Context: an optimization exercise on an open-source flow, tuned for small area. The choices shown serve that exercise and are no tape-out recipe.
Function was checked by simulation only, so behaviour that the tests miss may differ from the original.
No activity file was given, so power comes from the tool's default toggle rates.

==> flow/design.v <==
localparam XLEN = 32;
localparam REG_ADDR_LEN = 5;
localparam PC_SEL_LEN   = 3,
           PC_PLUS_FOUR = 3'd0,
           PC_BRANCH    = 3'd1,
           PC_JAL       = 3'd2,
           PC_JALR      = 3'd3;
localparam ALU_OP_LEN = 4,
           ALU_ADD    = 4'd0,
           ALU_SLL    = 4'd1,
           ALU_XOR    = 4'd2,
           ALU_OR     = 4'd3,
           ALU_AND    = 4'd4,
           ALU_SRL    = 4'd5,
           ALU_SEQ    = 4'd6,
           ALU_SNE    = 4'd7,
           ALU_SUB    = 4'd8,
           ALU_SRA    = 4'd9,
           ALU_SLT    = 4'd10,
           ALU_SGE    = 4'd11,
           ALU_SLTU   = 4'd12,
           ALU_SGEU   = 4'd13;
localparam SRCA_SEL_LEN = 2,
           SRCA_RS1     = 2'd0,
           SRCA_PC      = 2'd1,
           SRCA_ZERO    = 2'd2;
localparam SRCB_SEL_LEN = 3,
           SRCB_RS2     = 3'd0,
           SRCB_IMM_I   = 3'd1,
           SRCB_IMM_S   = 3'd2,
           SRCB_IMM_U   = 3'd3,
           SRCB_IMM_J   = 3'd4,
           SRCB_FOUR    = 3'd5,
           SRCB_ZERO    = 3'd6;
localparam MEM_TYPE_LEN = 3,
           MEM_B        = 3'b000,
           MEM_H        = 3'b001,
           MEM_W        = 3'b010,
           MEM_D        = 3'b011,
           MEM_BU       = 3'b100,
           MEM_HU       = 3'b101,
           MEM_WU       = 3'b110;
localparam WB_SEL_LEN = 2,
           WB_ALU     = 2'd0,
           WB_MEM     = 2'd1,
           WB_CSR     = 2'd2;
localparam RV_NOP     = 32'b0010011,
           RV_INVALID = 32'b0;
localparam CSR_SEL_LEN     = 1,
           CSR_SEL_RS1     = 1'd0,
           CSR_SEL_IMM     = 1'd1;
localparam CSR_COUNTER_LEN   = 64,
           CSR_ADDR_LEN      = 12,
           CSR_ADDR_CYCLE    = 12'hC00,
           CSR_ADDR_TIME     = 12'hC01,
           CSR_ADDR_INSTRET  = 12'hC02,
           CSR_ADDR_CYCLEH   = 12'hC80,
           CSR_ADDR_TIMEH    = 12'hC81,
           CSR_ADDR_INSTRETH = 12'hC82;
localparam CSR_CMD_LEN = 2,
           CSR_READ    = 2'd0,
           CSR_WRITE   = 2'd1,
           CSR_SET     = 2'd2,
           CSR_CLEAR   = 2'd3;
localparam RV_LOAD     = 7'b0000011,
           RV_STORE    = 7'b0100011,
           RV_MADD     = 7'b1000011,
           RV_BRANCH   = 7'b1100011,
           RV_LOAD_FP  = 7'b0000111,
           RV_STORE_FP = 7'b0100111,
           RV_MSUB     = 7'b1000111,
           RV_JALR     = 7'b1100111,
           RV_CUSTOM_0 = 7'b0001011,
           RV_CUSTOM_1 = 7'b0101011,
           RV_NMSUB    = 7'b1001011,
           RV_MISC_MEM = 7'b0001111,
           RV_AMO      = 7'b0101111,
           RV_NMADD    = 7'b1001111,
           RV_JAL      = 7'b1101111,
           RV_OP_IMM   = 7'b0010011,
           RV_OP       = 7'b0110011,
           RV_OP_FP    = 7'b1010011,
           RV_SYSTEM   = 7'b1110011,
           RV_AUIPC    = 7'b0010111,
           RV_LUI      = 7'b0110111,
           RV_CUSTOM_2 = 7'b1011011,
           RV_CUSTOM_3 = 7'b1111011;
localparam RV_FUNCT3_ADD_SUB = 0,
           RV_FUNCT3_SLL = 1,
           RV_FUNCT3_SLT = 2,
           RV_FUNCT3_SLTU = 3,
           RV_FUNCT3_XOR = 4,
           RV_FUNCT3_SRA_SRL = 5,
           RV_FUNCT3_OR = 6,
           RV_FUNCT3_AND = 7;
localparam RV_FUNCT3_BEQ = 0,
           RV_FUNCT3_BNE = 1,
           RV_FUNCT3_BLT = 4,
           RV_FUNCT3_BGE = 5,
           RV_FUNCT3_BLTU = 6,
           RV_FUNCT3_BGEU = 7;
localparam RV_FUNCT3_FENCE = 0,
           RV_FUNCT3_FENCE_I = 1;
localparam RV_FUNCT3_PRIV = 0,
           RV_FUNCT3_CSRRW = 1,
           RV_FUNCT3_CSRRS = 2,
           RV_FUNCT3_CSRRC = 3,
           RV_FUNCT3_CSRRWI = 5,
           RV_FUNCT3_CSRRSI = 6,
           RV_FUNCT3_CSRRCI = 7;
localparam RV_FUNCT12_ECALL = 12'b000000000000,
           RV_FUNCT12_EBREAK = 12'b000000000001,
           RV_FUNCT12_ERET = 12'b000100000000,
           RV_FUNCT12_WFI = 12'b000100000010;
localparam RV_FUNCT7_MUL_DIV = 7'd1,
           RV_FUNCT3_MUL = 3'd0,
           RV_FUNCT3_MULH = 3'd1,
           RV_FUNCT3_MULHSU = 3'd2,
           RV_FUNCT3_MULHU = 3'd3,
           RV_FUNCT3_DIV = 3'd4,
           RV_FUNCT3_DIVU = 3'd5,
           RV_FUNCT3_REM = 3'd6,
           RV_FUNCT3_REMU = 3'd7;
module control (
  input reset,
  input [XLEN-1:0] inst,
  output reg [ALU_OP_LEN-1:0] alu_op,
  output reg [SRCA_SEL_LEN-1:0] alu_srca,
  output reg [SRCB_SEL_LEN-1:0] alu_srcb,
  output wire [MEM_TYPE_LEN-1:0] dmem_type,
  output reg dmem_we,
  output reg reg_we,
  output reg [WB_SEL_LEN-1:0] wb_sel,
  output reg [CSR_CMD_LEN-1:0] csr_cmd,
  output reg [CSR_SEL_LEN-1:0] csr_sel,
  output reg [PC_SEL_LEN-1:0] pc_sel,
  output reg error
);
localparam XLEN = 32;
localparam REG_ADDR_LEN = 5;
localparam PC_SEL_LEN   = 3,
           PC_PLUS_FOUR = 3'd0,
           PC_BRANCH    = 3'd1,
           PC_JAL       = 3'd2,
           PC_JALR      = 3'd3;
localparam ALU_OP_LEN = 4,
           ALU_ADD    = 4'd0,
           ALU_SLL    = 4'd1,
           ALU_XOR    = 4'd2,
           ALU_OR     = 4'd3,
           ALU_AND    = 4'd4,
           ALU_SRL    = 4'd5,
           ALU_SEQ    = 4'd6,
           ALU_SNE    = 4'd7,
           ALU_SUB    = 4'd8,
           ALU_SRA    = 4'd9,
           ALU_SLT    = 4'd10,
           ALU_SGE    = 4'd11,
           ALU_SLTU   = 4'd12,
           ALU_SGEU   = 4'd13;
localparam SRCA_SEL_LEN = 2,
           SRCA_RS1     = 2'd0,
           SRCA_PC      = 2'd1,
           SRCA_ZERO    = 2'd2;
localparam SRCB_SEL_LEN = 3,
           SRCB_RS2     = 3'd0,
           SRCB_IMM_I   = 3'd1,
           SRCB_IMM_S   = 3'd2,
           SRCB_IMM_U   = 3'd3,
           SRCB_IMM_J   = 3'd4,
           SRCB_FOUR    = 3'd5,
           SRCB_ZERO    = 3'd6;
localparam MEM_TYPE_LEN = 3,
           MEM_B        = 3'b000,
           MEM_H        = 3'b001,
           MEM_W        = 3'b010,
           MEM_D        = 3'b011,
           MEM_BU       = 3'b100,
           MEM_HU       = 3'b101,
           MEM_WU       = 3'b110;
localparam WB_SEL_LEN = 2,
           WB_ALU     = 2'd0,
           WB_MEM     = 2'd1,
           WB_CSR     = 2'd2;
localparam RV_NOP     = 32'b0010011,
           RV_INVALID = 32'b0;
localparam CSR_SEL_LEN     = 1,
           CSR_SEL_RS1     = 1'd0,
           CSR_SEL_IMM     = 1'd1;
localparam CSR_COUNTER_LEN   = 64,
           CSR_ADDR_LEN      = 12,
           CSR_ADDR_CYCLE    = 12'hC00,
           CSR_ADDR_TIME     = 12'hC01,
           CSR_ADDR_INSTRET  = 12'hC02,
           CSR_ADDR_CYCLEH   = 12'hC80,
           CSR_ADDR_TIMEH    = 12'hC81,
           CSR_ADDR_INSTRETH = 12'hC82;
localparam CSR_CMD_LEN = 2,
           CSR_READ    = 2'd0,
           CSR_WRITE   = 2'd1,
           CSR_SET     = 2'd2,
           CSR_CLEAR   = 2'd3;
localparam RV_LOAD     = 7'b0000011,
           RV_STORE    = 7'b0100011,
           RV_MADD     = 7'b1000011,
           RV_BRANCH   = 7'b1100011,
           RV_LOAD_FP  = 7'b0000111,
           RV_STORE_FP = 7'b0100111,
           RV_MSUB     = 7'b1000111,
           RV_JALR     = 7'b1100111,
           RV_CUSTOM_0 = 7'b0001011,
           RV_CUSTOM_1 = 7'b0101011,
           RV_NMSUB    = 7'b1001011,
           RV_MISC_MEM = 7'b0001111,
           RV_AMO      = 7'b0101111,
           RV_NMADD    = 7'b1001111,
           RV_JAL      = 7'b1101111,
           RV_OP_IMM   = 7'b0010011,
           RV_OP       = 7'b0110011,
           RV_OP_FP    = 7'b1010011,
           RV_SYSTEM   = 7'b1110011,
           RV_AUIPC    = 7'b0010111,
           RV_LUI      = 7'b0110111,
           RV_CUSTOM_2 = 7'b1011011,
           RV_CUSTOM_3 = 7'b1111011;
localparam RV_FUNCT3_ADD_SUB = 0,
           RV_FUNCT3_SLL = 1,
           RV_FUNCT3_SLT = 2,
           RV_FUNCT3_SLTU = 3,
           RV_FUNCT3_XOR = 4,
           RV_FUNCT3_SRA_SRL = 5,
           RV_FUNCT3_OR = 6,
           RV_FUNCT3_AND = 7;
localparam RV_FUNCT3_BEQ = 0,
           RV_FUNCT3_BNE = 1,
           RV_FUNCT3_BLT = 4,
           RV_FUNCT3_BGE = 5,
           RV_FUNCT3_BLTU = 6,
           RV_FUNCT3_BGEU = 7;
localparam RV_FUNCT3_FENCE = 0,
           RV_FUNCT3_FENCE_I = 1;
localparam RV_FUNCT3_PRIV = 0,
           RV_FUNCT3_CSRRW = 1,
           RV_FUNCT3_CSRRS = 2,
           RV_FUNCT3_CSRRC = 3,
           RV_FUNCT3_CSRRWI = 5,
           RV_FUNCT3_CSRRSI = 6,
           RV_FUNCT3_CSRRCI = 7;
localparam RV_FUNCT12_ECALL = 12'b000000000000,
           RV_FUNCT12_EBREAK = 12'b000000000001,
           RV_FUNCT12_ERET = 12'b000100000000,
           RV_FUNCT12_WFI = 12'b000100000010;
localparam RV_FUNCT7_MUL_DIV = 7'd1,
           RV_FUNCT3_MUL = 3'd0,
           RV_FUNCT3_MULH = 3'd1,
           RV_FUNCT3_MULHSU = 3'd2,
           RV_FUNCT3_MULHU = 3'd3,
           RV_FUNCT3_DIV = 3'd4,
           RV_FUNCT3_DIVU = 3'd5,
           RV_FUNCT3_REM = 3'd6,
           RV_FUNCT3_REMU = 3'd7;
  wire [6:0] opcode = inst[6:0];
  wire [2:0] funct3 = inst[14:12];
  wire [6:0] funct7 = inst[31:25];
  wire [REG_ADDR_LEN-1:0] rs1_addr = inst[19:15];
  reg [ALU_OP_LEN-1:0] alu_op_arith;
  always @(*) begin
    alu_op = ALU_ADD;
    alu_srca = SRCA_RS1;
    alu_srcb = SRCB_IMM_I;
    dmem_we = 1'b0;
    reg_we = 1'b0;
    wb_sel = WB_ALU;
    csr_sel = CSR_SEL_RS1;
    csr_cmd = CSR_READ;
    pc_sel = PC_PLUS_FOUR;
    error = 1'b0;
    case (opcode)
      RV_LOAD: begin
        reg_we = 1'b1;
        wb_sel = WB_MEM;
      end
      RV_STORE: begin
        alu_srcb = SRCB_IMM_S;
        dmem_we = 1'b1;
      end
      RV_BRANCH: begin
        alu_srcb = SRCB_RS2;
        pc_sel = PC_BRANCH;
        case (funct3)
          RV_FUNCT3_BEQ: alu_op = ALU_SEQ;
          RV_FUNCT3_BNE: alu_op = ALU_SNE;
          RV_FUNCT3_BLT: alu_op = ALU_SLT;
          RV_FUNCT3_BLTU: alu_op = ALU_SLTU;
          RV_FUNCT3_BGE: alu_op = ALU_SGE;
          RV_FUNCT3_BGEU: alu_op = ALU_SGEU;
          default: begin
            error = 1'b1;
          end
        endcase
      end
      RV_JAL: begin
        pc_sel = PC_JAL;
        alu_srca = SRCA_PC;
        alu_srcb = SRCB_FOUR;
        reg_we = 1'b1;
      end
      RV_JALR: begin
        if (funct3 != 0) begin
          error = 1'b1;
        end
        pc_sel = PC_JALR;
        alu_srca = SRCA_PC;
        alu_srcb = SRCB_FOUR;
        reg_we = 1'b1;
      end
      RV_OP_IMM: begin
        alu_op = alu_op_arith;
        reg_we = 1'b1;
      end
      RV_OP: begin
        alu_op = alu_op_arith;
        alu_srcb = SRCB_RS2;
        reg_we = 1'b1;
      end
      RV_SYSTEM: begin
        wb_sel = WB_CSR;
        reg_we = 1'b1;
        case (funct3)
          RV_FUNCT3_CSRRW: begin
            csr_cmd = CSR_WRITE;
          end
          RV_FUNCT3_CSRRS: begin
            csr_cmd = CSR_SET;
          end
          RV_FUNCT3_CSRRC: begin
            csr_cmd = CSR_CLEAR;
          end
          RV_FUNCT3_CSRRWI: begin
            csr_cmd = CSR_WRITE;
            csr_sel = CSR_SEL_IMM;
          end
          RV_FUNCT3_CSRRSI: begin
            csr_cmd = CSR_SET;
            csr_sel = CSR_SEL_IMM;
          end
          RV_FUNCT3_CSRRCI: begin
            csr_cmd = CSR_CLEAR;
            csr_sel = CSR_SEL_IMM;
          end
          default: error = 1'b1;
        endcase
        if (rs1_addr == 0) csr_cmd = CSR_READ;
      end
      RV_AUIPC: begin
        alu_srca = SRCA_PC;
        alu_srcb = SRCB_IMM_U;
        reg_we = 1'b1;
      end
      RV_LUI: begin
        alu_srca = SRCA_ZERO;
        alu_srcb = SRCB_IMM_U;
        reg_we = 1'b1;
      end
      default: begin
        error = 1'b1;
      end
    endcase
  end
  always @(*) begin
    case (funct3)
      RV_FUNCT3_ADD_SUB: begin
        if ((opcode == RV_OP) && (funct7[5] != 0)) begin
          alu_op_arith = ALU_SUB;
        end else begin
          alu_op_arith = ALU_ADD;
        end
      end
      RV_FUNCT3_SLL: alu_op_arith = ALU_SLL;
      RV_FUNCT3_SLT: alu_op_arith = ALU_SLT;
      RV_FUNCT3_SLTU: alu_op_arith = ALU_SLTU;
      RV_FUNCT3_XOR: alu_op_arith = ALU_XOR;
      RV_FUNCT3_OR: alu_op_arith = ALU_OR;
      RV_FUNCT3_AND: alu_op_arith = ALU_AND;
      RV_FUNCT3_SRA_SRL: begin
        if (funct7[5] != 0) alu_op_arith = ALU_SRA;
        else alu_op_arith = ALU_SRL;
      end
      default: alu_op_arith = ALU_ADD;
    endcase
  end
  assign dmem_type = funct3;
endmodule
module alu (
  input [ALU_OP_LEN-1:0] op,
  input [XLEN-1:0] srca,
  input [XLEN-1:0] srcb,
  output reg [XLEN-1:0] out
);
localparam XLEN = 32;
localparam REG_ADDR_LEN = 5;
localparam PC_SEL_LEN   = 3,
           PC_PLUS_FOUR = 3'd0,
           PC_BRANCH    = 3'd1,
           PC_JAL       = 3'd2,
           PC_JALR      = 3'd3;
localparam ALU_OP_LEN = 4,
           ALU_ADD    = 4'd0,
           ALU_SLL    = 4'd1,
           ALU_XOR    = 4'd2,
           ALU_OR     = 4'd3,
           ALU_AND    = 4'd4,
           ALU_SRL    = 4'd5,
           ALU_SEQ    = 4'd6,
           ALU_SNE    = 4'd7,
           ALU_SUB    = 4'd8,
           ALU_SRA    = 4'd9,
           ALU_SLT    = 4'd10,
           ALU_SGE    = 4'd11,
           ALU_SLTU   = 4'd12,
           ALU_SGEU   = 4'd13;
localparam SRCA_SEL_LEN = 2,
           SRCA_RS1     = 2'd0,
           SRCA_PC      = 2'd1,
           SRCA_ZERO    = 2'd2;
localparam SRCB_SEL_LEN = 3,
           SRCB_RS2     = 3'd0,
           SRCB_IMM_I   = 3'd1,
           SRCB_IMM_S   = 3'd2,
           SRCB_IMM_U   = 3'd3,
           SRCB_IMM_J   = 3'd4,
           SRCB_FOUR    = 3'd5,
           SRCB_ZERO    = 3'd6;
localparam MEM_TYPE_LEN = 3,
           MEM_B        = 3'b000,
           MEM_H        = 3'b001,
           MEM_W        = 3'b010,
           MEM_D        = 3'b011,
           MEM_BU       = 3'b100,
           MEM_HU       = 3'b101,
           MEM_WU       = 3'b110;
localparam WB_SEL_LEN = 2,
           WB_ALU     = 2'd0,
           WB_MEM     = 2'd1,
           WB_CSR     = 2'd2;
localparam RV_NOP     = 32'b0010011,
           RV_INVALID = 32'b0;
localparam CSR_SEL_LEN     = 1,
           CSR_SEL_RS1     = 1'd0,
           CSR_SEL_IMM     = 1'd1;
localparam CSR_COUNTER_LEN   = 64,
           CSR_ADDR_LEN      = 12,
           CSR_ADDR_CYCLE    = 12'hC00,
           CSR_ADDR_TIME     = 12'hC01,
           CSR_ADDR_INSTRET  = 12'hC02,
           CSR_ADDR_CYCLEH   = 12'hC80,
           CSR_ADDR_TIMEH    = 12'hC81,
           CSR_ADDR_INSTRETH = 12'hC82;
localparam CSR_CMD_LEN = 2,
           CSR_READ    = 2'd0,
           CSR_WRITE   = 2'd1,
           CSR_SET     = 2'd2,
           CSR_CLEAR   = 2'd3;
  localparam SHAMT_WIDTH = 5;
  wire [SHAMT_WIDTH-1:0] shamt;
  assign shamt = srcb[SHAMT_WIDTH-1:0];
  always @(*) begin
    case (op)
      ALU_ADD : out = srca + srcb;
      ALU_SLL : out = srca << shamt;
      ALU_XOR : out = srca ^ srcb;
      ALU_OR : out = srca | srcb;
      ALU_AND : out = srca & srcb;
      ALU_SRL : out = srca >> shamt;
      ALU_SEQ : out = {31'b0, srca == srcb};
      ALU_SNE : out = {31'b0, srca != srcb};
      ALU_SUB : out = srca - srcb;
      ALU_SRA : out = $signed(srca) >>> shamt;
      ALU_SLT : out = {31'b0, $signed(srca) < $signed(srcb)};
      ALU_SGE : out = {31'b0, $signed(srca) >= $signed(srcb)};
      ALU_SLTU : out = {31'b0, srca < srcb};
      ALU_SGEU : out = {31'b0, srca >= srcb};
      default : out = 0;
    endcase
  end
endmodule
module alu_src_mux (
  input [SRCA_SEL_LEN-1:0] srca_sel,
  input [SRCB_SEL_LEN-1:0] srcb_sel,
  input [XLEN-1:0] rs1,
  input [XLEN-1:0] rs2,
  input [XLEN-1:0] pc,
  input [XLEN-1:0] imm_i,
  input [XLEN-1:0] imm_s,
  input [XLEN-1:0] imm_u,
  input [XLEN-1:0] imm_j,
  output reg [XLEN-1:0] srca,
  output reg [XLEN-1:0] srcb
);
localparam XLEN = 32;
localparam REG_ADDR_LEN = 5;
localparam PC_SEL_LEN   = 3,
           PC_PLUS_FOUR = 3'd0,
           PC_BRANCH    = 3'd1,
           PC_JAL       = 3'd2,
           PC_JALR      = 3'd3;
localparam ALU_OP_LEN = 4,
           ALU_ADD    = 4'd0,
           ALU_SLL    = 4'd1,
           ALU_XOR    = 4'd2,
           ALU_OR     = 4'd3,
           ALU_AND    = 4'd4,
           ALU_SRL    = 4'd5,
           ALU_SEQ    = 4'd6,
           ALU_SNE    = 4'd7,
           ALU_SUB    = 4'd8,
           ALU_SRA    = 4'd9,
           ALU_SLT    = 4'd10,
           ALU_SGE    = 4'd11,
           ALU_SLTU   = 4'd12,
           ALU_SGEU   = 4'd13;
localparam SRCA_SEL_LEN = 2,
           SRCA_RS1     = 2'd0,
           SRCA_PC      = 2'd1,
           SRCA_ZERO    = 2'd2;
localparam SRCB_SEL_LEN = 3,
           SRCB_RS2     = 3'd0,
           SRCB_IMM_I   = 3'd1,
           SRCB_IMM_S   = 3'd2,
           SRCB_IMM_U   = 3'd3,
           SRCB_IMM_J   = 3'd4,
           SRCB_FOUR    = 3'd5,
           SRCB_ZERO    = 3'd6;
localparam MEM_TYPE_LEN = 3,
           MEM_B        = 3'b000,
           MEM_H        = 3'b001,
           MEM_W        = 3'b010,
           MEM_D        = 3'b011,
           MEM_BU       = 3'b100,
           MEM_HU       = 3'b101,
           MEM_WU       = 3'b110;
localparam WB_SEL_LEN = 2,
           WB_ALU     = 2'd0,
           WB_MEM     = 2'd1,
           WB_CSR     = 2'd2;
localparam RV_NOP     = 32'b0010011,
           RV_INVALID = 32'b0;
localparam CSR_SEL_LEN     = 1,
           CSR_SEL_RS1     = 1'd0,
           CSR_SEL_IMM     = 1'd1;
localparam CSR_COUNTER_LEN   = 64,
           CSR_ADDR_LEN      = 12,
           CSR_ADDR_CYCLE    = 12'hC00,
           CSR_ADDR_TIME     = 12'hC01,
           CSR_ADDR_INSTRET  = 12'hC02,
           CSR_ADDR_CYCLEH   = 12'hC80,
           CSR_ADDR_TIMEH    = 12'hC81,
           CSR_ADDR_INSTRETH = 12'hC82;
localparam CSR_CMD_LEN = 2,
           CSR_READ    = 2'd0,
           CSR_WRITE   = 2'd1,
           CSR_SET     = 2'd2,
           CSR_CLEAR   = 2'd3;
  always @(*) begin
    case (srca_sel)
      SRCA_RS1: srca = rs1;
      SRCA_PC: srca = pc;
      default: srca = 0;
    endcase
  end
  always @(*) begin
    case (srcb_sel)
      SRCB_RS2: srcb = rs2;
      SRCB_IMM_I: srcb = imm_i;
      SRCB_IMM_S: srcb = imm_s;
      SRCB_IMM_U: srcb = imm_u;
      SRCB_IMM_J: srcb = imm_j;
      SRCB_FOUR: srcb = 4;
      default: srcb = 0;
    endcase
  end
endmodule
module csr (
  input clk,
  input reset,
  input [CSR_CMD_LEN-1:0] cmd,
  input [CSR_ADDR_LEN-1:0] addr,
  input [XLEN-1:0] wdata,
  output reg [XLEN-1:0] rdata
);
localparam XLEN = 32;
localparam REG_ADDR_LEN = 5;
localparam PC_SEL_LEN   = 3,
           PC_PLUS_FOUR = 3'd0,
           PC_BRANCH    = 3'd1,
           PC_JAL       = 3'd2,
           PC_JALR      = 3'd3;
localparam ALU_OP_LEN = 4,
           ALU_ADD    = 4'd0,
           ALU_SLL    = 4'd1,
           ALU_XOR    = 4'd2,
           ALU_OR     = 4'd3,
           ALU_AND    = 4'd4,
           ALU_SRL    = 4'd5,
           ALU_SEQ    = 4'd6,
           ALU_SNE    = 4'd7,
           ALU_SUB    = 4'd8,
           ALU_SRA    = 4'd9,
           ALU_SLT    = 4'd10,
           ALU_SGE    = 4'd11,
           ALU_SLTU   = 4'd12,
           ALU_SGEU   = 4'd13;
localparam SRCA_SEL_LEN = 2,
           SRCA_RS1     = 2'd0,
           SRCA_PC      = 2'd1,
           SRCA_ZERO    = 2'd2;
localparam SRCB_SEL_LEN = 3,
           SRCB_RS2     = 3'd0,
           SRCB_IMM_I   = 3'd1,
           SRCB_IMM_S   = 3'd2,
           SRCB_IMM_U   = 3'd3,
           SRCB_IMM_J   = 3'd4,
           SRCB_FOUR    = 3'd5,
           SRCB_ZERO    = 3'd6;
localparam MEM_TYPE_LEN = 3,
           MEM_B        = 3'b000,
           MEM_H        = 3'b001,
           MEM_W        = 3'b010,
           MEM_D        = 3'b011,
           MEM_BU       = 3'b100,
           MEM_HU       = 3'b101,
           MEM_WU       = 3'b110;
localparam WB_SEL_LEN = 2,
           WB_ALU     = 2'd0,
           WB_MEM     = 2'd1,
           WB_CSR     = 2'd2;
localparam RV_NOP     = 32'b0010011,
           RV_INVALID = 32'b0;
localparam CSR_SEL_LEN     = 1,
           CSR_SEL_RS1     = 1'd0,
           CSR_SEL_IMM     = 1'd1;
localparam CSR_COUNTER_LEN   = 64,
           CSR_ADDR_LEN      = 12,
           CSR_ADDR_CYCLE    = 12'hC00,
           CSR_ADDR_TIME     = 12'hC01,
           CSR_ADDR_INSTRET  = 12'hC02,
           CSR_ADDR_CYCLEH   = 12'hC80,
           CSR_ADDR_TIMEH    = 12'hC81,
           CSR_ADDR_INSTRETH = 12'hC82;
localparam CSR_CMD_LEN = 2,
           CSR_READ    = 2'd0,
           CSR_WRITE   = 2'd1,
           CSR_SET     = 2'd2,
           CSR_CLEAR   = 2'd3;
  reg [CSR_COUNTER_LEN-1:0] cycle_cnt;
  reg [CSR_COUNTER_LEN-1:0] time_cnt;
  reg [CSR_COUNTER_LEN-1:0] instret;
  reg [XLEN-1:0] to_write;
  reg we;
  always @(*) begin
    case (cmd)
      CSR_WRITE: begin
        we = 1'b1;
        to_write = wdata;
      end
      CSR_SET: begin
        we = 1'b1;
        to_write = rdata | wdata;
      end
      CSR_CLEAR: begin
        we = 1'b1;
        to_write = rdata & ~wdata;
      end
      default: begin
        we = 1'b0;
        to_write = wdata;
      end
    endcase
  end
  always @(*) begin
    case (addr)
      CSR_ADDR_CYCLE: rdata = cycle_cnt[0 +: XLEN];
      CSR_ADDR_TIME: rdata = time_cnt[0 +: XLEN];
      CSR_ADDR_INSTRET: rdata = instret[0 +: XLEN];
      CSR_ADDR_CYCLEH: rdata = cycle_cnt[XLEN +: XLEN];
      CSR_ADDR_TIMEH: rdata = time_cnt[XLEN +: XLEN];
      CSR_ADDR_INSTRETH: rdata = instret[XLEN +: XLEN];
      default: rdata = 0;
    endcase
  end
  always @(posedge clk) begin
    if (reset) begin
      cycle_cnt <= 0;
      time_cnt <= 0;
      instret <= 0;
    end else begin
      cycle_cnt <= cycle_cnt + 1;
      time_cnt <= time_cnt + 1;
      instret <= instret + 1;
      if (we) begin
        case (addr)
          CSR_ADDR_CYCLE: cycle_cnt[0 +: XLEN] <= to_write;
          CSR_ADDR_TIME: time_cnt[0 +: XLEN] <= to_write;
          CSR_ADDR_INSTRET: instret[0 +: XLEN] <= to_write;
          CSR_ADDR_CYCLEH: cycle_cnt[XLEN +: XLEN] <= to_write;
          CSR_ADDR_TIMEH: time_cnt[XLEN +: XLEN] <= to_write;
          CSR_ADDR_INSTRETH: instret[XLEN +: XLEN] <= to_write;
          default: ;
        endcase
      end  
    end  
  end  
endmodule
module mem_load (
  input [XLEN-1:0] addr,
  input [XLEN-1:0] data,
  input [MEM_TYPE_LEN-1:0] load_type,
  output reg [XLEN-1:0] to_load
);
localparam XLEN = 32;
localparam REG_ADDR_LEN = 5;
localparam PC_SEL_LEN   = 3,
           PC_PLUS_FOUR = 3'd0,
           PC_BRANCH    = 3'd1,
           PC_JAL       = 3'd2,
           PC_JALR      = 3'd3;
localparam ALU_OP_LEN = 4,
           ALU_ADD    = 4'd0,
           ALU_SLL    = 4'd1,
           ALU_XOR    = 4'd2,
           ALU_OR     = 4'd3,
           ALU_AND    = 4'd4,
           ALU_SRL    = 4'd5,
           ALU_SEQ    = 4'd6,
           ALU_SNE    = 4'd7,
           ALU_SUB    = 4'd8,
           ALU_SRA    = 4'd9,
           ALU_SLT    = 4'd10,
           ALU_SGE    = 4'd11,
           ALU_SLTU   = 4'd12,
           ALU_SGEU   = 4'd13;
localparam SRCA_SEL_LEN = 2,
           SRCA_RS1     = 2'd0,
           SRCA_PC      = 2'd1,
           SRCA_ZERO    = 2'd2;
localparam SRCB_SEL_LEN = 3,
           SRCB_RS2     = 3'd0,
           SRCB_IMM_I   = 3'd1,
           SRCB_IMM_S   = 3'd2,
           SRCB_IMM_U   = 3'd3,
           SRCB_IMM_J   = 3'd4,
           SRCB_FOUR    = 3'd5,
           SRCB_ZERO    = 3'd6;
localparam MEM_TYPE_LEN = 3,
           MEM_B        = 3'b000,
           MEM_H        = 3'b001,
           MEM_W        = 3'b010,
           MEM_D        = 3'b011,
           MEM_BU       = 3'b100,
           MEM_HU       = 3'b101,
           MEM_WU       = 3'b110;
localparam WB_SEL_LEN = 2,
           WB_ALU     = 2'd0,
           WB_MEM     = 2'd1,
           WB_CSR     = 2'd2;
localparam RV_NOP     = 32'b0010011,
           RV_INVALID = 32'b0;
localparam CSR_SEL_LEN     = 1,
           CSR_SEL_RS1     = 1'd0,
           CSR_SEL_IMM     = 1'd1;
localparam CSR_COUNTER_LEN   = 64,
           CSR_ADDR_LEN      = 12,
           CSR_ADDR_CYCLE    = 12'hC00,
           CSR_ADDR_TIME     = 12'hC01,
           CSR_ADDR_INSTRET  = 12'hC02,
           CSR_ADDR_CYCLEH   = 12'hC80,
           CSR_ADDR_TIMEH    = 12'hC81,
           CSR_ADDR_INSTRETH = 12'hC82;
localparam CSR_CMD_LEN = 2,
           CSR_READ    = 2'd0,
           CSR_WRITE   = 2'd1,
           CSR_SET     = 2'd2,
           CSR_CLEAR   = 2'd3;
  wire [XLEN-1:0] shifted_data = data >> {addr[1:0], 3'b0};
  wire [XLEN-1:0] b_data = (shifted_data & 32'hFF);
  wire [XLEN-1:0] h_data = (shifted_data & 32'hFFFF);
  wire [XLEN-1:0] b_extend = ({{32{shifted_data[7]}}} & ~(32'hFF));
  wire [XLEN-1:0] h_extend = ({{32{shifted_data[15]}}} & ~(32'hFFFF));
  always @(*) begin
    case (load_type)
      MEM_B: to_load = b_data | b_extend;
      MEM_H: to_load = h_data | h_extend;
      MEM_BU: to_load = b_data;
      MEM_HU: to_load = h_data;
      default : to_load = shifted_data;
    endcase
  end
endmodule
module pc_mux (
  input [XLEN-1:0] pc_in,
  input [PC_SEL_LEN-1:0] sel,
  input branch,
  input [XLEN-1:0] imm_i,
  input [XLEN-1:0] imm_b,
  input [XLEN-1:0] imm_j,
  input [XLEN-1:0] rs1_data,
  output [XLEN-1:0] pc_out
);
localparam XLEN = 32;
localparam REG_ADDR_LEN = 5;
localparam PC_SEL_LEN   = 3,
           PC_PLUS_FOUR = 3'd0,
           PC_BRANCH    = 3'd1,
           PC_JAL       = 3'd2,
           PC_JALR      = 3'd3;
localparam ALU_OP_LEN = 4,
           ALU_ADD    = 4'd0,
           ALU_SLL    = 4'd1,
           ALU_XOR    = 4'd2,
           ALU_OR     = 4'd3,
           ALU_AND    = 4'd4,
           ALU_SRL    = 4'd5,
           ALU_SEQ    = 4'd6,
           ALU_SNE    = 4'd7,
           ALU_SUB    = 4'd8,
           ALU_SRA    = 4'd9,
           ALU_SLT    = 4'd10,
           ALU_SGE    = 4'd11,
           ALU_SLTU   = 4'd12,
           ALU_SGEU   = 4'd13;
localparam SRCA_SEL_LEN = 2,
           SRCA_RS1     = 2'd0,
           SRCA_PC      = 2'd1,
           SRCA_ZERO    = 2'd2;
localparam SRCB_SEL_LEN = 3,
           SRCB_RS2     = 3'd0,
           SRCB_IMM_I   = 3'd1,
           SRCB_IMM_S   = 3'd2,
           SRCB_IMM_U   = 3'd3,
           SRCB_IMM_J   = 3'd4,
           SRCB_FOUR    = 3'd5,
           SRCB_ZERO    = 3'd6;
localparam MEM_TYPE_LEN = 3,
           MEM_B        = 3'b000,
           MEM_H        = 3'b001,
           MEM_W        = 3'b010,
           MEM_D        = 3'b011,
           MEM_BU       = 3'b100,
           MEM_HU       = 3'b101,
           MEM_WU       = 3'b110;
localparam WB_SEL_LEN = 2,
           WB_ALU     = 2'd0,
           WB_MEM     = 2'd1,
           WB_CSR     = 2'd2;
localparam RV_NOP     = 32'b0010011,
           RV_INVALID = 32'b0;
localparam CSR_SEL_LEN     = 1,
           CSR_SEL_RS1     = 1'd0,
           CSR_SEL_IMM     = 1'd1;
localparam CSR_COUNTER_LEN   = 64,
           CSR_ADDR_LEN      = 12,
           CSR_ADDR_CYCLE    = 12'hC00,
           CSR_ADDR_TIME     = 12'hC01,
           CSR_ADDR_INSTRET  = 12'hC02,
           CSR_ADDR_CYCLEH   = 12'hC80,
           CSR_ADDR_TIMEH    = 12'hC81,
           CSR_ADDR_INSTRETH = 12'hC82;
localparam CSR_CMD_LEN = 2,
           CSR_READ    = 2'd0,
           CSR_WRITE   = 2'd1,
           CSR_SET     = 2'd2,
           CSR_CLEAR   = 2'd3;
  reg [XLEN-1:0] base;
  reg [XLEN-1:0] offset;
  always @(*) begin
    base = pc_in;
    offset = 32'h4;
    case (sel)
      PC_JAL: begin
        base = pc_in;
        offset = imm_j;
      end
      PC_JALR: begin
        base = rs1_data;
        offset = imm_i & ~(32'b1);
      end
      PC_BRANCH: begin
        if (branch) begin
          base = pc_in;
          offset = imm_b;
        end
      end
    endcase
  end
  assign pc_out = base + offset;
endmodule
module regfile #(
  parameter STACK_ADDR = ~(32'h0)
)(
  input clk,
  input reset,
  input[REG_ADDR_LEN-1:0] ra1, ra2, wa,
  input we,
  input [XLEN-1:0] wdata,
  output[XLEN-1:0] rd1,
  output[XLEN-1:0] rd2
);
localparam XLEN = 32;
localparam REG_ADDR_LEN = 5;
localparam PC_SEL_LEN   = 3,
           PC_PLUS_FOUR = 3'd0,
           PC_BRANCH    = 3'd1,
           PC_JAL       = 3'd2,
           PC_JALR      = 3'd3;
localparam ALU_OP_LEN = 4,
           ALU_ADD    = 4'd0,
           ALU_SLL    = 4'd1,
           ALU_XOR    = 4'd2,
           ALU_OR     = 4'd3,
           ALU_AND    = 4'd4,
           ALU_SRL    = 4'd5,
           ALU_SEQ    = 4'd6,
           ALU_SNE    = 4'd7,
           ALU_SUB    = 4'd8,
           ALU_SRA    = 4'd9,
           ALU_SLT    = 4'd10,
           ALU_SGE    = 4'd11,
           ALU_SLTU   = 4'd12,
           ALU_SGEU   = 4'd13;
localparam SRCA_SEL_LEN = 2,
           SRCA_RS1     = 2'd0,
           SRCA_PC      = 2'd1,
           SRCA_ZERO    = 2'd2;
localparam SRCB_SEL_LEN = 3,
           SRCB_RS2     = 3'd0,
           SRCB_IMM_I   = 3'd1,
           SRCB_IMM_S   = 3'd2,
           SRCB_IMM_U   = 3'd3,
           SRCB_IMM_J   = 3'd4,
           SRCB_FOUR    = 3'd5,
           SRCB_ZERO    = 3'd6;
localparam MEM_TYPE_LEN = 3,
           MEM_B        = 3'b000,
           MEM_H        = 3'b001,
           MEM_W        = 3'b010,
           MEM_D        = 3'b011,
           MEM_BU       = 3'b100,
           MEM_HU       = 3'b101,
           MEM_WU       = 3'b110;
localparam WB_SEL_LEN = 2,
           WB_ALU     = 2'd0,
           WB_MEM     = 2'd1,
           WB_CSR     = 2'd2;
localparam RV_NOP     = 32'b0010011,
           RV_INVALID = 32'b0;
localparam CSR_SEL_LEN     = 1,
           CSR_SEL_RS1     = 1'd0,
           CSR_SEL_IMM     = 1'd1;
localparam CSR_COUNTER_LEN   = 64,
           CSR_ADDR_LEN      = 12,
           CSR_ADDR_CYCLE    = 12'hC00,
           CSR_ADDR_TIME     = 12'hC01,
           CSR_ADDR_INSTRET  = 12'hC02,
           CSR_ADDR_CYCLEH   = 12'hC80,
           CSR_ADDR_TIMEH    = 12'hC81,
           CSR_ADDR_INSTRETH = 12'hC82;
localparam CSR_CMD_LEN = 2,
           CSR_READ    = 2'd0,
           CSR_WRITE   = 2'd1,
           CSR_SET     = 2'd2,
           CSR_CLEAR   = 2'd3;
  localparam REG_RA = 2;
  reg [XLEN-1:0] regs[XLEN-1:0];
  assign rd1 = (ra1 != 0) ? regs[ra1] : 0;
  assign rd2 = (ra2 != 0) ? regs[ra2] : 0;
  always @(posedge clk) begin
    if (reset) begin
      regs[REG_RA] <= STACK_ADDR;
    end else if (we && wa != 0) begin
      regs[wa] <= wdata;
    end
  end
endmodule
module datapath #(
  parameter ENABLE_COUNTERS = 1,
  parameter PC_START        = 32'h0,
  parameter STACK_ADDR      = ~(32'h0)
)(
  input clk,
  input reset,
  input [XLEN-1:0] imem_rdata,
  input [XLEN-1:0] dmem_rdata,
  output [XLEN-1:0] imem_addr,
  output [XLEN-1:0] dmem_addr,
  output [XLEN-1:0] dmem_wdata,
  output reg [XLEN-1:0] dmem_wmask,
  output dmem_we,
  output error
);
localparam XLEN = 32;
localparam REG_ADDR_LEN = 5;
localparam PC_SEL_LEN   = 3,
           PC_PLUS_FOUR = 3'd0,
           PC_BRANCH    = 3'd1,
           PC_JAL       = 3'd2,
           PC_JALR      = 3'd3;
localparam ALU_OP_LEN = 4,
           ALU_ADD    = 4'd0,
           ALU_SLL    = 4'd1,
           ALU_XOR    = 4'd2,
           ALU_OR     = 4'd3,
           ALU_AND    = 4'd4,
           ALU_SRL    = 4'd5,
           ALU_SEQ    = 4'd6,
           ALU_SNE    = 4'd7,
           ALU_SUB    = 4'd8,
           ALU_SRA    = 4'd9,
           ALU_SLT    = 4'd10,
           ALU_SGE    = 4'd11,
           ALU_SLTU   = 4'd12,
           ALU_SGEU   = 4'd13;
localparam SRCA_SEL_LEN = 2,
           SRCA_RS1     = 2'd0,
           SRCA_PC      = 2'd1,
           SRCA_ZERO    = 2'd2;
localparam SRCB_SEL_LEN = 3,
           SRCB_RS2     = 3'd0,
           SRCB_IMM_I   = 3'd1,
           SRCB_IMM_S   = 3'd2,
           SRCB_IMM_U   = 3'd3,
           SRCB_IMM_J   = 3'd4,
           SRCB_FOUR    = 3'd5,
           SRCB_ZERO    = 3'd6;
localparam MEM_TYPE_LEN = 3,
           MEM_B        = 3'b000,
           MEM_H        = 3'b001,
           MEM_W        = 3'b010,
           MEM_D        = 3'b011,
           MEM_BU       = 3'b100,
           MEM_HU       = 3'b101,
           MEM_WU       = 3'b110;
localparam WB_SEL_LEN = 2,
           WB_ALU     = 2'd0,
           WB_MEM     = 2'd1,
           WB_CSR     = 2'd2;
localparam RV_NOP     = 32'b0010011,
           RV_INVALID = 32'b0;
localparam CSR_SEL_LEN     = 1,
           CSR_SEL_RS1     = 1'd0,
           CSR_SEL_IMM     = 1'd1;
localparam CSR_COUNTER_LEN   = 64,
           CSR_ADDR_LEN      = 12,
           CSR_ADDR_CYCLE    = 12'hC00,
           CSR_ADDR_TIME     = 12'hC01,
           CSR_ADDR_INSTRET  = 12'hC02,
           CSR_ADDR_CYCLEH   = 12'hC80,
           CSR_ADDR_TIMEH    = 12'hC81,
           CSR_ADDR_INSTRETH = 12'hC82;
localparam CSR_CMD_LEN = 2,
           CSR_READ    = 2'd0,
           CSR_WRITE   = 2'd1,
           CSR_SET     = 2'd2,
           CSR_CLEAR   = 2'd3;
  wire branch;
  wire [PC_SEL_LEN-1:0] pc_sel;
  wire [XLEN-1:0] pc_next;
  reg [XLEN-1:0] pc;
  reg [XLEN-1:0] inst;
  wire [XLEN-1:0] imm_i = {{21{inst[31]}}, inst[30:20]};
  wire [XLEN-1:0] imm_s = {{21{inst[31]}}, inst[30:25], inst[11:7]};
  wire [XLEN-1:0] imm_b = {{20{inst[31]}}, inst[7], inst[30:25], inst[11:8], 1'b0};
  wire [XLEN-1:0] imm_u = {inst[31:12], 12'b0};
  wire [XLEN-1:0] imm_j = {{12{inst[31]}}, inst[19:12], inst[20], inst[30:21], 1'b0};
  wire [XLEN-1:0] rs1_data;
  wire [XLEN-1:0] rs2_data;
  wire [ALU_OP_LEN-1:0] alu_op;
  wire [SRCA_SEL_LEN-1:0] srca_sel;
  wire [SRCB_SEL_LEN-1:0] srcb_sel;
  wire [MEM_TYPE_LEN-1:0] dmem_type;
  wire reg_we;
  wire [WB_SEL_LEN-1:0] wb_sel;
  reg [XLEN-1:0] reg_wdata;
  wire [CSR_CMD_LEN-1:0] csr_cmd;
  wire [CSR_SEL_LEN-1:0] csr_sel;
  wire [XLEN-1:0] csr_rdata;
  control control (
    .reset(reset),
    .inst(inst),
    .alu_op(alu_op),
    .alu_srca(srca_sel),
    .alu_srcb(srcb_sel),
    .dmem_type(dmem_type),
    .dmem_we(dmem_we),
    .reg_we(reg_we),
    .wb_sel(wb_sel),
    .csr_cmd(csr_cmd),
    .csr_sel(csr_sel),
    .pc_sel(pc_sel),
    .error()
  );
  pc_mux pc_mux (
    .pc_in(pc),
    .sel(pc_sel),
    .branch(branch),
    .imm_i(imm_i),
    .imm_b(imm_b),
    .imm_j(imm_j),
    .rs1_data(rs1_data),
    .pc_out(pc_next)
  );
  assign imem_addr = pc;
  wire [XLEN-1:0] inst_raw = reset ? RV_NOP : imem_rdata;
  wire dec_error;
  reg error_q;
  control decode_check (
    .reset(reset),
    .inst(inst_raw),
    .alu_op(),
    .alu_srca(),
    .alu_srcb(),
    .dmem_type(),
    .dmem_we(),
    .reg_we(),
    .wb_sel(),
    .csr_cmd(),
    .csr_sel(),
    .pc_sel(),
    .error(dec_error)
  );
  assign error = ~reset & (error_q | dec_error);
  always @(posedge clk) begin
    if (reset) error_q <= 1'b0;
    else error_q <= error;
  end
  always @(*) begin
    if (reset) inst = RV_NOP;
    else if (error) inst = RV_INVALID;
    else inst = imem_rdata;
  end
  always @(posedge clk) begin
    if (reset) pc <= PC_START;
    else if (~error) pc <= pc_next;
  end
  wire [REG_ADDR_LEN-1:0] rs1_addr = inst[19:15];
  wire [REG_ADDR_LEN-1:0] rs2_addr = inst[24:20];
  wire [REG_ADDR_LEN-1:0] rd_addr = inst[11:7];
  regfile #(
    .STACK_ADDR(STACK_ADDR)
  ) regfile (
    .clk(clk),
    .reset(reset),
    .ra1(rs1_addr),
    .ra2(rs2_addr),
    .wa(rd_addr),
    .we(reg_we),
    .wdata(reg_wdata),
    .rd1(rs1_data),
    .rd2(rs2_data)
  );
  wire [XLEN-1:0] alu_srca;
  wire [XLEN-1:0] alu_srcb;
  alu_src_mux alu_src_mux (
    .srca_sel(srca_sel),
    .srcb_sel(srcb_sel),
    .rs1(rs1_data),
    .rs2(rs2_data),
    .pc(pc),
    .imm_i(imm_i),
    .imm_s(imm_s),
    .imm_u(imm_u),
    .imm_j(imm_j),
    .srca(alu_srca),
    .srcb(alu_srcb)
  );
  wire [XLEN-1:0] alu_out;
  assign branch = alu_out[0];
  alu alu (
    .op(alu_op),
    .srca(alu_srca),
    .srcb(alu_srcb),
    .out(alu_out)
  );
  wire [XLEN-1:0] load_data;
  mem_load mem_load (
    .addr(alu_out),
    .data(dmem_rdata),
    .load_type(dmem_type),
    .to_load(load_data)
  );
  assign dmem_addr = alu_out;
  assign dmem_wdata = rs2_data;
  always @(*) begin
    case (dmem_type)
      MEM_B:   dmem_wmask = 32'hFF;
      MEM_H:   dmem_wmask = 32'hFFFF;
      default: dmem_wmask = ~(32'h0);
    endcase
  end
  always @(*) begin
    case (wb_sel)
      WB_MEM: reg_wdata = load_data;
      WB_CSR: reg_wdata = csr_rdata;
      default: reg_wdata = alu_out;
    endcase
  end
  generate
  if (ENABLE_COUNTERS) begin
    wire [CSR_ADDR_LEN-1:0] csr_addr = inst[31:20];
    wire [XLEN-1:0] csr_imm = {{(XLEN - 5){1'b0}}, inst[19:15]};
    wire [XLEN-1:0] csr_wdata = (csr_sel == CSR_SEL_IMM) ? csr_imm : rs1_data;
    csr csr (
      .clk(clk),
      .reset(reset),
      .cmd(csr_cmd),
      .addr(csr_addr),
      .wdata(csr_wdata),
      .rdata(csr_rdata)
    );
  end else begin
    assign csr_rdata = 0;
  end
  endgenerate
endmodule
==> flow/run.sh <==
#!/bin/bash
# synth_recipe.tcl (not shown) runs the flow's synth.tcl, then flattens the netlist and writes it again
# the make line also repeats each setting of config.mk as NAME=value (left out here)
make -C /OpenROAD-flow-scripts/flow DESIGN_CONFIG=/design/flow/config.mk WORK_HOME=/design/flow/orfs CLKGATE_MAP_FILE= SYNTH_SCRIPT=/design/flow/synth_recipe.tcl finish
==> flow/config.mk <==
export PLATFORM = sky130hd
export DESIGN_NAME = datapath
export DESIGN_NICKNAME = datapath
export VERILOG_FILES = /design/flow/design.v
export SDC_FILE = /design/flow/constraint.sdc
export NUM_CORES = 4
export LEC_CHECK = 0
export CAP_MARGIN = 20
export CORE_MARGIN = 2
export CORE_UTILIZATION = 45
export PLACE_DENSITY = 0.6
export SLEW_MARGIN = 20
==> flow/constraint.sdc <==
create_clock -name core_clock -period 13.0 [get_ports {clk}]
set_input_delay 2.6000 -clock core_clock [delete_from_list [all_inputs] [get_ports {clk}]]
set_output_delay 2.6000 -clock core_clock [all_outputs]
set_load 0.01 [all_outputs]
==> impl_metrics.toml <==
[global_routing]
grt_use_total = 0.491
antenna_found_initial = 41
first_global_vias = 72286
grt_pass1_wl_um = 579000
grt_max_degree = 88
overflow = 0

[pwr]
p_int_mw = 7.02
power_switching_mw = 2.57
switching_share = 0.268
pwr-share-clk = 0.429
cellPowerDensity_mw_per_mm2 = 104
irDropWorstVdd_mv = 0.158
total_power_mw = 9.59
comb_power_share = 0.130
power.leakage_nw = 35.3
p_seq_frac = 0.440

[min_path]
min_from = "pc[11]"
hp-class = "reg2reg"

[critical_path]
start_kind = "input pin"
worstSetupPathType = "in2out"
cp.required_ns = 10.40
startpoint = "imem_rdata[14]"
cpPeakStageDelay_ns = 0.49
cp-end-kind = "output pin"
cp_slowest_cell = "clkdlybuf4s50_1"
rr_startpoint = "error_q"
cpMostUsedCell = "buf_4"
cp_max_fo = 10
cp.arrival_ns = 10.17

[synthesis]
ys_ff_latch = 1226
synth_commonest_cells = "1,001 x edfxtp_1, 929 x nand2_1, 889 x nor2_1"
postSynthCellCount = 7837
synth_edf_count = 1001
avgSynthCellArea_um2 = 9.51
synth.distinct_cells = 119
syn_area_mm2 = 0.0745
synthArstFlopShare = 0
ys_warn_count = 8
synth_most_common_cell = "edfxtp_1"
synth_top_area_cell = "edfxtp_1"
synthTopCellsByArea = "edfxtp_1 40%, dfxtp_1 6.0%, nand2_1 4.7%"
seq_area_frac_synth = 0.464
synth_top_area_frac = 0.403
ys.flop_type = "edfxtp_1"

[drt]
post-route-drc-count = 0
top_layer = "met5"
met2WireLength_um = 174000
viasPerCell = 7.10
dr_total_vias = 78585
drt-total-wl_um = 428000
drtPass1Iterations = 9
drtIter0Drc = 14059
wl_met1_um = 152000
wl_per_cell_um = 38.6
met3_length_um = 63000
postRouteAntennaNets = 0

[placed_design]
port_buffers = 187
pre_cts_ws_ns = -0.600
dpl.cell_count = 10777
post-dp-hpwl_um = 300000
place_area_mm2 = 0.0872
gp_congestion = 1.11

[sta]
fmax_mhz = 78.3
drv_slew = 0
fin_setup_tns_ns = 0
tightest_slew_ns = 1.18
hold_viol_final = 0
holdWs_ns = 0.551
finalCritPeriodShare = 0.982
worst_clock_skew_ns = 0.0397
setup_slack_ns = 0.230
min_period_ns = 12.77
timing.slew.headroom = 0.212
rsz0062_at_grt = "true"
setup_viol = 0

[clock_network]
cts_tree = "built"
cts_buffers = 139
clk_latency_ns = 0.84
htreeDepth = 4
clk_pin_slew_ns = 0.06
root_buffer = "clkbuf_16"
clk_path_buf_depth = 3
clkSinkCount = 1226

[cells_and_area]
area_growth_pct = 23.9
fin_nets = 8942
num-fill-cells = 14684
fin_cells = 11065
final_core_util = 0.560
layout-drive-gt1-share = 0.201
regArea_mm2 = 0.0346
multiInputGateArea_mm2 = 0.0377
final_cell_area_mm2 = 0.0923

[floorplanning]
die_area_mm2 = 0.169
core-area_mm2 = 0.165
dieHeight_um = 411
die_w_um = 411
rows = 149
start_util = 0.452
ios = 196

[flow_run]
drv_cap = 0

[status]
run_status = "finished clean"
-- worst paths after layout --
path,endpoint,slack (ns),cells after the start
max,dmem_addr[27],0.23,33
min reg2reg,pc[11],0.55,2
max reg2reg,pc[31],2.66,43
min,pc[11],0.55,2
-- worst max-delay path: cells and delay by family --
kind / cells / cell delay (ns)
AOI/OAI and AO/OA: 12 / 3.01
and+or+nand+nor: 8 / 1.25
adders and majority gates: 1 / 0.34
buffers and inverters: 12 / 2.94
-- power by group through the flow --
stage	Clock, mW	Sequential, mW	Combinational [mW]
2_1_floorplan	0	4.30	0.515
3_3_place_gp	0	4.30	1.17
3_5_place_dp	0	4.30	1.16
4_1_cts	4.11	4.22	1.17
5_1_grt	4.25	4.22	1.25
6_report	4.12	4.22	1.25
-- routing by layer --
metal,track usage,vias up
li1,-,31583
met3,0.176,1827
met5,0,-
met1,0.616,38065
met4,0.354,34
met2,0.696,7076
-- cells in the final DEF (no fill, tap or decap), drive strengths merged, types with 143 or more instances in the layout --
cell type and n:
clkbuf 179, nor3 157, nand3 313, a21oi 510
nand2 932, mux2i 273, buf 1197, o21ai 456
xnor2 144, nor2 891, a211oi 261, inv 143
edfxtp 1001, dfxtp 225, clkdlybuf4s50 170
-- timing repair --
action,CTS,global route
buffers inserted,0,11
gates resized for setup,27,68
hold buffers,0,0
setup endpoints to repair,9,13
pin swaps,7,24
-- state kept, by name (all words and copies together), names as in the netlist --
name / count
regfile.regs: 1001
pc: 32
error_q: 1
genblk1.csr.time_cnt: 64
genblk1.csr.cycle_cnt: 64
genblk1.csr.instret: 64
-- final cells by class --
class / count / area share
antenna: 24 / 0.000651
clock buffer: 179 / 0.0411
multi-input combinational: 5854 / 0.408
timing repair buffer: 1378 / 0.131
inverter: 141 / 0.00579
sequential: 1226 / 0.374
tap: 2189 / 0.0297
clock inverter: 74 / 0.00950
-- kinds of logic (layout without fill, tap and decap cells) --
logic type / count (synthesis) / in the layout / share of synthesized area
muxes: 403 / 403 / 0.0632
adders and majority gates: 136 / 136 / 0.0231
xor gates and xnor gates: 223 / 223 / 0.0262
other: 2 / 41 / 0.000101
buffers and inverters: 772 / 1772 / 0.0436
and+or+nand+nor: 2679 / 2679 / 0.158
AOI/OAI and AO/OA: 2396 / 2396 / 0.222
DFF: 1226 / 1226 / 0.464

-- re-timing with driven ports --
The flow's constraints put no driver on any port. The routed layout listed below was extracted and timed again, unchanged, in two steps.
Step 1 (the two cells are an assumption about what drives the block):
set clk [get_ports {clk}]
set_driving_cell -lib_cell sky130_fd_sc_hd__clkbuf_16 $clk
set_driving_cell -lib_cell sky130_fd_sc_hd__buf_2 [delete_from_list [all_inputs] $clk]
Step 2 also shifts input and output timing later by t, the mid clock arrival at the registers, as if the neighbouring blocks saw the same clock.
Three values: no drivers, after step 1, after step 2; two values: the first two.
shift t [ns]: 0.907
setup WS [ns]: 0.230 / 0.195 / -0.498
worst setup path after step 2: input to register
worst register clock-pin slew, ns: 0.06 / 0.06
With both steps, setup timing fails in this run, where it was met with ideal ports. For this run, drivers alone change the setup slack by -0.035 ns; drivers and shift together by -0.728 ns.
